This is an optimization exercise on Yosys and OpenROAD, whose aim is small area, not a production implementation.
Power figures rest on the tool's default switching activity, not on a simulated workload.

==> flow/design.v (excerpt) <==
module Little_star_music_main(
    input clk ,
    input rst ,
    output reg music_play
    );
export LEC_CHECK = 0
export CAP_MARGIN = 20
export CORE_MARGIN = 2
export CORE_UTILIZATION = 40
export CTS_BUF_LIST = sky130_fd_sc_hd__clkbuf_4
export CTS_CLUSTER_DIAMETER = 100
export CTS_CLUSTER_SIZE = 40
export SLEW_MARGIN = 20
create_clock -name core_clock -period 10.0 [get_ports {clk}]
run.sh (not shown) runs the stock make flow with config.mk's settings and CLKGATE_MAP_FILE= SYNTH_SCRIPT=/design/flow/synth_recipe.tcl, a recipe that flattens the netlist after the stock synthesis.
The starting point passed the timing, DRC and antenna checks.
==> next run, changes <==
==> flow/flow/run.sh (new file) <==
#!/bin/bash
# Own layout flow: the standard flow, with clock tree synthesis told not
# to add dummy loads and to use small clock buffers. Each tool's output goes to
# the ORFS logs under orfs/logs; the make output goes to standard.log.
set -euo pipefail
export CTS_ARGS="-sink_clustering_enable -repair_clock_nets -dont_use_dummy_load -sink_clustering_size 30 -sink_clustering_max_diameter 150 -buf_list {sky130_fd_sc_hd__clkbuf_2 sky130_fd_sc_hd__clkbuf_4}"
bash standard.sh > standard.log 2>&1
==> flow/standard.sh (new file) <==
#!/bin/bash
# synth_recipe.tcl (not shown) runs the flow's synth.tcl, then flattens the netlist and writes it again
# the make line also repeats each setting of config.mk as NAME=value (left out here)
make -C /OpenROAD-flow-scripts/flow DESIGN_CONFIG=/design/flow/config.mk WORK_HOME=/design/flow/orfs CLKGATE_MAP_FILE= SYNTH_SCRIPT=/design/flow/synth_recipe.tcl "${@:-finish}"
--- a/flow/config.mk
+++ b/flow/config.mk
@@ -10,5 +10,2 @@
 export CORE_UTILIZATION = 40
-export CTS_BUF_LIST = sky130_fd_sc_hd__clkbuf_4
-export CTS_CLUSTER_DIAMETER = 100
-export CTS_CLUSTER_SIZE = 40
 export SLEW_MARGIN = 20
removed: flow/run.sh
The new run finished with timing, DRC and antenna clean.
Power decreases by about a fifth.
Setup slack got worse by 0.044 ns.
Area after synthesis is unchanged.
Synthesized cell count stays the same.
Maximum frequency fell slightly.
Combinational power hardly moves.
Global-route usage hardly moves.
Wire length shrinks slightly.
Function was not checked in any run of this note: the RTL went through the layout flow alone.

* * *

The RTL this note starts from:
==> flow/design.v <==
module Little_star_music_main(
    input clk ,
    input rst ,
    output reg music_play
    );
    reg rst_q ;
    always @(posedge clk) rst_q <= rst ;
    wire rr = rst | rst_q ;
    reg [17:0] y_C4 ;
    reg p_C4 ;
    wire [17:0] x_C4 = y_C4 ^ 18'h24ccc ;
    wire [17:0] sh_C4 = {~y_C4[16], y_C4[15], ~y_C4[14], ~y_C4[13], y_C4[12], ~y_C4[11], y_C4[10], ~y_C4[9], y_C4[8], ~y_C4[7], y_C4[6], ~y_C4[5], y_C4[4], ~y_C4[3], y_C4[2], ~y_C4[1], y_C4[0], x_C4[17] ^ x_C4[10]} ;
    wire rt_C4 = rr | (((x_C4 ^ 18'h155dd) & 18'h3dbff) == 18'h0) ;
    always @(posedge clk) begin
        p_C4 <= ~rst & (p_C4 ^ rt_C4) ;
        if (rt_C4) y_C4 <= (sh_C4 & 18'h12aaa) | ((p_C4 ? 18'h27333 : 18'h23333) & 18'h2d555) ;
        else y_C4 <= sh_C4 ;
    end
    reg [17:0] y_D4 ;
    reg p_D4 ;
    wire [17:0] x_D4 = y_D4 ^ 18'h332cc ;
    wire [17:0] sh_D4 = {y_D4[16], ~y_D4[15], y_D4[14], ~y_D4[13], y_D4[12], ~y_D4[11], y_D4[10], ~y_D4[9], ~y_D4[8], ~y_D4[7], y_D4[6], ~y_D4[5], y_D4[4], ~y_D4[3], y_D4[2], ~y_D4[1], y_D4[0], x_D4[17] ^ x_D4[10]} ;
    wire rt_D4 = rr | (((x_D4 ^ 18'h762) & 18'h1bff7) == 18'h0) ;
    always @(posedge clk) begin
        p_D4 <= ~rst & (p_D4 ^ rt_D4) ;
        if (rt_D4) y_D4 <= (sh_D4 & 18'h2a8aa) | ((p_D4 ? 18'h33f0c : 18'h33f0c) & 18'h15755) ;
        else y_D4 <= sh_D4 ;
    end
    reg [17:0] y_E4 ;
    reg p_E4 ;
    wire [17:0] x_E4 = y_E4 ^ 18'h2666c ;
    wire [17:0] sh_E4 = {~y_E4[16], y_E4[15], ~y_E4[14], y_E4[13], ~y_E4[12], y_E4[11], ~y_E4[10], y_E4[9], ~y_E4[8], y_E4[7], ~y_E4[6], y_E4[5], ~y_E4[4], ~y_E4[3], y_E4[2], ~y_E4[1], y_E4[0], x_E4[17] ^ x_E4[10]} ;
    wire rt_E4 = rr | (((x_E4 ^ 18'h22f16) & 18'h3ef7b) == 18'h0) ;
    always @(posedge clk) begin
        p_E4 <= ~rst & (p_E4 ^ rt_E4) ;
        if (rt_E4) y_E4 <= (sh_E4 & 18'h1554a) | ((p_E4 ? 18'h21870 : 18'h21870) & 18'h2aab5) ;
        else y_E4 <= sh_E4 ;
    end
    reg [17:0] y_F4 ;
    reg p_F4 ;
    wire [17:0] x_F4 = y_F4 ^ 18'hc92c ;
    wire [17:0] sh_F4 = {y_F4[16], ~y_F4[15], y_F4[14], ~y_F4[13], y_F4[12], ~y_F4[11], ~y_F4[10], y_F4[9], ~y_F4[8], ~y_F4[7], y_F4[6], ~y_F4[5], ~y_F4[4], ~y_F4[3], y_F4[2], ~y_F4[1], y_F4[0], x_F4[17] ^ x_F4[6]} ;
    wire rt_F4 = rr | (((x_F4 ^ 18'h22ac5) & 18'h3afdf) == 18'h0) ;
    always @(posedge clk) begin
        p_F4 <= ~rst & (p_F4 ^ rt_F4) ;
        if (rt_F4) y_F4 <= (sh_F4 & 18'h2a48a) | ((p_F4 ? 18'hced3 : 18'hc6d3) & 18'h15b75) ;
        else y_F4 <= sh_F4 ;
    end
    reg [16:0] y_G4 ;
    reg p_G4 ;
    wire [16:0] x_G4 = y_G4 ^ 17'h6664 ;
    wire [16:0] sh_G4 = {y_G4[15], ~y_G4[14], y_G4[13], ~y_G4[12], y_G4[11], ~y_G4[10], y_G4[9], ~y_G4[8], y_G4[7], ~y_G4[6], y_G4[5], ~y_G4[4], y_G4[3], ~y_G4[2], ~y_G4[1], y_G4[0], x_G4[16] ^ x_G4[2]} ;
    wire rt_G4 = rr | (((x_G4 ^ 17'h187b7) & 17'h1dfef) == 17'h0) ;
    always @(posedge clk) begin
        p_G4 <= ~rst & (p_G4 ^ rt_G4) ;
        if (rt_G4) y_G4 <= (sh_G4 & 17'h15552) | ((p_G4 ? 17'h1e187 : 17'h1e187) & 17'haaad) ;
        else y_G4 <= sh_G4 ;
    end
    reg [16:0] y_A4 ;
    reg p_A4 ;
    wire [16:0] x_A4 = y_A4 ^ 17'h6ccc ;
    wire [16:0] sh_A4 = {y_A4[15], ~y_A4[14], y_A4[13], ~y_A4[12], ~y_A4[11], y_A4[10], ~y_A4[9], y_A4[8], ~y_A4[7], y_A4[6], ~y_A4[5], y_A4[4], ~y_A4[3], y_A4[2], ~y_A4[1], y_A4[0], x_A4[16] ^ x_A4[5]} ;
    wire rt_A4 = rr | (((x_A4 ^ 17'h119b8) & 17'h17eff) == 17'h0) ;
    always @(posedge clk) begin
        p_A4 <= ~rst & (p_A4 ^ rt_A4) ;
        if (rt_A4) y_A4 <= (sh_A4 & 17'h14aaa) | ((p_A4 ? 17'h6ffc : 17'h6ffc) & 17'hb555) ;
        else y_A4 <= sh_A4 ;
    end
    reg [17:0] y_s ;
    wire [17:0] x_s = y_s ^ 18'h2aaaa ;
    wire term_s = ((x_s ^ 18'hb07) & 18'h3dfff) == 18'h0 ;
    reg rest ;
    reg [5:0] idx ;
    always @(posedge clk) begin
        if (rst) begin
            y_s <= 18'h2bf29 ;
            rest <= 1'b1 ;
            idx <= 6'd0 ;
        end
        else if (term_s) begin
            y_s <= 18'h3bb39 ;
            rest <= ~rest ;
            if (!rest) idx <= (idx == 6'd41) ? 6'd0 : idx + 6'd1 ;
        end
        else y_s <= {~y_s[16:0], x_s[17] ^ x_s[10]} ;
    end
    reg tone ;
    always @(*) begin
        case (idx)
            6'd0 : tone = p_C4 ;
            6'd1 : tone = p_C4 ;
            6'd2 : tone = p_G4 ;
            6'd3 : tone = p_G4 ;
            6'd4 : tone = p_A4 ;
            6'd5 : tone = p_A4 ;
            6'd6 : tone = p_G4 ;
            6'd7 : tone = p_F4 ;
            6'd8 : tone = p_F4 ;
            6'd9 : tone = p_E4 ;
            6'd10 : tone = p_E4 ;
            6'd11 : tone = p_D4 ;
            6'd12 : tone = p_D4 ;
            6'd13 : tone = p_C4 ;
            6'd14 : tone = p_G4 ;
            6'd15 : tone = p_G4 ;
            6'd16 : tone = p_F4 ;
            6'd17 : tone = p_F4 ;
            6'd18 : tone = p_E4 ;
            6'd19 : tone = p_E4 ;
            6'd20 : tone = p_D4 ;
            6'd21 : tone = p_G4 ;
            6'd22 : tone = p_G4 ;
            6'd23 : tone = p_F4 ;
            6'd24 : tone = p_F4 ;
            6'd25 : tone = p_E4 ;
            6'd26 : tone = p_E4 ;
            6'd27 : tone = p_D4 ;
            6'd28 : tone = p_C4 ;
            6'd29 : tone = p_C4 ;
            6'd30 : tone = p_G4 ;
            6'd31 : tone = p_G4 ;
            6'd32 : tone = p_A4 ;
            6'd33 : tone = p_A4 ;
            6'd34 : tone = p_G4 ;
            6'd35 : tone = p_F4 ;
            6'd36 : tone = p_F4 ;
            6'd37 : tone = p_E4 ;
            6'd38 : tone = p_E4 ;
            6'd39 : tone = p_D4 ;
            6'd40 : tone = p_D4 ;
            6'd41 : tone = p_C4 ;
            default : tone = 1'b0 ;
        endcase
    end
    reg [3:0] ph ;
    always @(posedge clk) begin
        if (rst) ph <= 4'd0 ;
        else ph <= ph + 4'd1 ;
        if (rst) music_play <= 1'b0 ;
        else if (ph == 4'd1) music_play <= ~rest & tone ;
    end
endmodule
export LEC_CHECK = 0
export CAP_MARGIN = 20
export CORE_MARGIN = 2
export CORE_UTILIZATION = 40
export SLEW_MARGIN = 20
create_clock -name core_clock -period 10.0 [get_ports {clk}]
standard.sh (not shown) runs the stock make flow with config.mk's settings and CLKGATE_MAP_FILE= SYNTH_SCRIPT=/design/flow/synth_recipe.tcl, a recipe that flattens the netlist after the stock synthesis.
==> flow/flow/run.sh <==
#!/bin/bash
# Own layout flow: the standard flow, with clock tree synthesis told not
# to add dummy loads and to use small clock buffers. Each tool's output goes to
# the ORFS logs under orfs/logs; the make output goes to standard.log.
set -euo pipefail
export CTS_ARGS="-sink_clustering_enable -repair_clock_nets -dont_use_dummy_load -sink_clustering_size 20 -sink_clustering_max_diameter 100 -buf_list {sky130_fd_sc_hd__clkbuf_4 sky130_fd_sc_hd__clkbuf_8}"
bash standard.sh > standard.log 2>&1
The baseline ran to the end with no violations.
Then changed:
==> flow/run.sh (new file) <==
#!/bin/bash
# synth_recipe.tcl (not shown) runs the flow's synth.tcl, then flattens the netlist and writes it again
# the make line also repeats each setting of config.mk as NAME=value (left out here)
make -C /OpenROAD-flow-scripts/flow DESIGN_CONFIG=/design/flow/config.mk WORK_HOME=/design/flow/orfs CLKGATE_MAP_FILE= SYNTH_SCRIPT=/design/flow/synth_recipe.tcl finish
removed: flow/flow/run.sh
removed: flow/standard.sh
=> Core utilization came out higher by 3.5 points. Final area rises by 7.9%. Sequential power barely changes. Via count rises by 1.4%. Critical path depth stays the same. Non-clock buffer count stays the same.
No run of this note included a check of the RTL's function; only the layout flow was run.

## what the ideal ports hide
How much do the figures lean on ideal ports? The routed layouts below were timed once more, with nothing changed but the port constraints. Step 1, drivers: a clkbuf_16 drives clk and a buf_2 each remaining input, both assumed. Step 2, shift: input delay + t, output delay - t, t = (earliest + latest rising clock arrival at the registers) / 2. This alone moves slack from input paths to output paths. Slacks: ideal / step 1 / step 2; pairs: ideal / step 1.
| run | shift t [ns] | slack for setup (ns) | worst data-port slew with drivers (ns) |
|---|---|---|---|
| the first run of note 1 | 0.536 | 6.386 / 6.394 / 5.858 | 0.03 |
| the second run of note 1 | 0.512 | 6.342 / 6.351 / 5.839 | 0.03 |
| the first run of note 2 | 0.440 | 6.253 / 6.262 / 5.822 | 0.03 |
| the second run of note 2 | 0.536 | 6.370 / 6.382 / 5.846 | 0.03 |
After both steps setup and hold are still met in every run listed. The setup slack of the first run of note 1, which loses most, moves by +0.008 ns with the drivers and by -0.528 ns with both steps.
